What follows belongs to an exercise in optimizing a design on an open flow for small area, a short achievable clock period and few clock cycles per item; a production flow would make more cautious choices. Where RTL was checked, it was by simulation tests only, not by an equivalence proof against the original. Power is estimated from default activity; no workload was simulated.

Design Neuron, start of the top module:
module Neuron (
 input clk,
 input GlobalReset,             
 input Input_Valid,             
 input [11:0] Bias,             
 output Idle,
 input [335:0] Row_Wgt,         
 input [27:0] Row_Pix,          
 output Row_Ready,              
 output [18:0] NeuronOutput,
 output OutputReady);
reg busy;
reg take_r;
reg [5:0] cyc;       
reg o_OutputReady;
wire start = Input_Valid & ~busy;
wire take = start | take_r;
assign Idle = ~busy;
assign Row_Ready = take;
assign OutputReady = o_OutputReady;
reg [1:0] vld_r;    
always @(posedge clk or negedge GlobalReset) begin
  if (!GlobalReset) begin
    busy <= 1'b0;
    take_r <= 1'b0;
    cyc <= 6'd0;
    o_OutputReady <= 1'b0;
    vld_r <= 0;
  end else begin
    vld_r <= {vld_r[0:0], take};
    if (start) begin
      busy <= 1'b1;
      take_r <= 1'b1;
      cyc <= 6'd1;
      o_OutputReady <= 1'b0;
    end else if (busy) begin
      cyc <= cyc + 6'd1;
      if (cyc == 6'd27)
        take_r <= 1'b0;
      if (cyc == 6'd30) begin
        busy <= 1'b0;
        o_OutputReady <= 1'b1;
      end
    end
  end
end
wire [11:0] pp [0:27];
genvar g;
generate
for (g = 0; g < 28; g = g + 1) begin : PP
  assign pp[g] = ~(Row_Wgt[12*g +: 12] & {12{Row_Pix[g]}});
end
endgenerate
wire s0l0_fs0;
wire s0l0_fc0;
  ...
Size in the first run: ~400 I/O pins, about 0.014 mm2 of cells after synthesis.
==> flow/config.mk <==
export PLATFORM = sky130hd
export DESIGN_NAME = Neuron
export DESIGN_NICKNAME = Neuron
export VERILOG_FILES = /design/flow/design.v
export SDC_FILE = /design/flow/constraint.sdc
export NUM_CORES = 4
export LEC_CHECK = 0
export CAP_MARGIN = 20
export CORE_MARGIN = 2
export CORE_UTILIZATION = 55
export CTS_BUF_LIST = sky130_fd_sc_hd__clkbuf_8
export CTS_CLUSTER_DIAMETER = 60
export CTS_CLUSTER_SIZE = 16
export PLACE_DENSITY = 0.75
export SETUP_SLACK_MARGIN = 1.45
export SLEW_MARGIN = 20
export SYNTH_HIERARCHICAL = 1
export SYNTH_MINIMUM_KEEP_SIZE = 0
==> flow/constraint.sdc <==
create_clock -name core_clock -period 4.0 [get_ports {clk}]
set_input_delay 0.8000 -clock core_clock [delete_from_list [all_inputs] [get_ports {clk}]]
set_output_delay 0.8000 -clock core_clock [all_outputs]
set_load 0.01 [all_outputs]
standard.sh (not shown) runs the stock make flow with config.mk's settings and CLKGATE_MAP_FILE= SYNTH_SCRIPT=/design/flow/synth_recipe.tcl, a recipe that flattens the netlist after the stock synthesis.
==> flow/flow/run.sh <==
#!/bin/bash
# The standard layout (the standard.sh: standard synthesis, then ORFS to
# finish), with the ports buffered by sky130_fd_sc_hd__buf_1 cells instead of
# the delay buffers buffer_ports picks by default. Make's output goes to
# flow.log; each ORFS step keeps its own log under orfs/logs/.
set -euo pipefail
bash standard.sh "BUFFER_PORTS_ARGS=-buffer_cell sky130_fd_sc_hd__buf_1" finish > flow.log 2>&1
The starting point finished with timing, DRC and antenna clean.
Testbench counts at the start, summed over its fixed seeds: cycles 5,960, items 192.
Edit:
--- a/flow/config.mk
+++ b/flow/config.mk
@@ -9,3 +9,3 @@
 export CORE_MARGIN = 2
-export CORE_UTILIZATION = 55
+export CORE_UTILIZATION = 40
 export CTS_BUF_LIST = sky130_fd_sc_hd__clkbuf_8
@@ -13,4 +13,4 @@
 export CTS_CLUSTER_SIZE = 16
-export PLACE_DENSITY = 0.75
-export SETUP_SLACK_MARGIN = 1.45
+export PLACE_DENSITY = 0.6
+export SETUP_SLACK_MARGIN = 1.6
 export SLEW_MARGIN = 20
Final cell count increases by 7.1%.
Worst hold slack improved by 0.026 ns.
Clock power increases by about 20%.
First-iteration DRC count decreases by 44%.
Clock-buffer cell count increases by 1.
Area after synthesis stays the same.

Setup of the baseline:
Another version of the RTL of Neuron (not shown whole).
For scale: ~400 I/O pins.
==> flow/config.mk <==
export PLATFORM = sky130hd
export DESIGN_NAME = Neuron
export DESIGN_NICKNAME = Neuron
export VERILOG_FILES = /design/flow/design.v
export SDC_FILE = /design/flow/constraint.sdc
export NUM_CORES = 4
export LEC_CHECK = 0
export CAP_MARGIN = 20
export CORE_MARGIN = 2
export CORE_UTILIZATION = 40
export PLACE_DENSITY = 0.6
export SLEW_MARGIN = 20
export SYNTH_HIERARCHICAL = 1
export SYNTH_MINIMUM_KEEP_SIZE = 0
==> flow/constraint.sdc <==
create_clock -name core_clock -period 4.0 [get_ports {clk}]
set_input_delay 0.8000 -clock core_clock [delete_from_list [all_inputs] [get_ports {clk}]]
set_output_delay 0.8000 -clock core_clock [all_outputs]
set_load 0.01 [all_outputs]
Scripts as last shown in full above: flow/flow/run.sh
### the baseline -> the candidate
-- flow/config.mk --
<<< the baseline, line 12
>>> the candidate, line 12
export SETUP_SLACK_MARGIN = 0.8
[summary]
Summary — switching power as a share of total power, the candidate relative to the baseline: lower, by 0.40 points. The higher power dissipated in combinational cells came out of the candidate. On total chip power, the baseline beats the candidate. Compared the candidate against the baseline; number of buffers added by the clock tree synthesis step within noise. On the candidate: peak supply drop is about 3.6% higher than what the baseline gave. Sort the candidate and the baseline by global-route total usage across every layer, ascending, and the baseline comes first. Worst setup slack after layout: lower on the baseline. Comparing the candidate and the baseline, pin slew with the least headroom to its limit is lower on the baseline.
No run of this note included a check of the RTL's function; only the layout flow was run.

Neuron with an RTL version that a note above also has.
Size in the first run: about 0.014 mm² of cells after synthesis.
export LEC_CHECK = 0
export CAP_MARGIN = 20
export CORE_MARGIN = 2
export CORE_UTILIZATION = 55
export CTS_BUF_LIST = sky130_fd_sc_hd__clkbuf_8
export CTS_CLUSTER_DIAMETER = 60
export CTS_CLUSTER_SIZE = 16
export PLACE_DENSITY = 0.75
export SETUP_SLACK_MARGIN = 1.75
export SLEW_MARGIN = 20
export SYNTH_HIERARCHICAL = 1
export SYNTH_MINIMUM_KEEP_SIZE = 0
create_clock -name core_clock -period 4.0 [get_ports {clk}]
Scripts as last shown in full above: flow/flow/run.sh
The baseline finished clean.
Testbench counts at the start, summed over its fixed seeds: cycles 5,960, items 192.
Change:
- CORE_UTILIZATION: 55 -> 65
- PLACE_DENSITY: 0.75 -> 0.85
- SETUP_SLACK_MARGIN: 1.75 -> 1.6
=> The changed run completed without violations. Clock skew went up by 19 ps. Global-route usage went up by 1.7 points. Worst hold slack barely changes. Wire length went down by 9.1%. Synthesized cell count does not change. Setup slack gets worse by 110 ps.
Change:
- CORE_UTILIZATION: 65 -> 55
- PLACE_DENSITY: 0.85 -> 0.75
Final area hardly moves.
Sequential power falls by about 1%.
Power falls by 2.9%.
Count of clock-buffer cells in the layout does not change.
Non-clock buffer count is unchanged.
Worst setup slack improves by 24 ps.
Hold slack is about the same.
Synthesized area does not change.

-- what the ideal ports hide --
The results above use ideal ports. As a check the final layouts listed here were re-extracted and re-timed, cells and wires unchanged.
Step 1 (the two cells are an assumption about what drives the block):
set clk [get_ports {clk}]
set_driving_cell -lib_cell sky130_fd_sc_hd__clkbuf_16 $clk
set_driving_cell -lib_cell sky130_fd_sc_hd__buf_2 [delete_from_list [all_inputs] $clk]
Step 2 moves the port delays by t, midway between the first and last clock arrival at a register: inputs arrive t later, outputs are due t later. That takes back most of the time a late clock gives input paths.
Slacks: ideal / step 1 / step 2; pairs: ideal / step 1.
run	t (ns)	setup WS [ns]	worst setup path after step 2
the first run of note 1	0.555	1.481 / 1.498 / 0.943	input to register
the second run of note 1	0.562	1.548 / 1.568 / 1.006	input to register
the baseline	0.457	0.492 / 0.449 / 0.169	input to register
the candidate	0.460	0.743 / 0.735 / 0.295	input to register
the first run of note 3	0.557	1.672 / 1.636 / 1.079	input to register
the second run of note 3	0.554	1.560 / 1.577 / 1.022	input to register
the third run of note 3	0.550	1.584 / 1.599 / 1.049	input to register
After both steps every run listed still meets setup and hold. The setup slack of the first run of note 3, which loses most, moves by -0.036 ns with the drivers and by -0.593 ns with both steps.
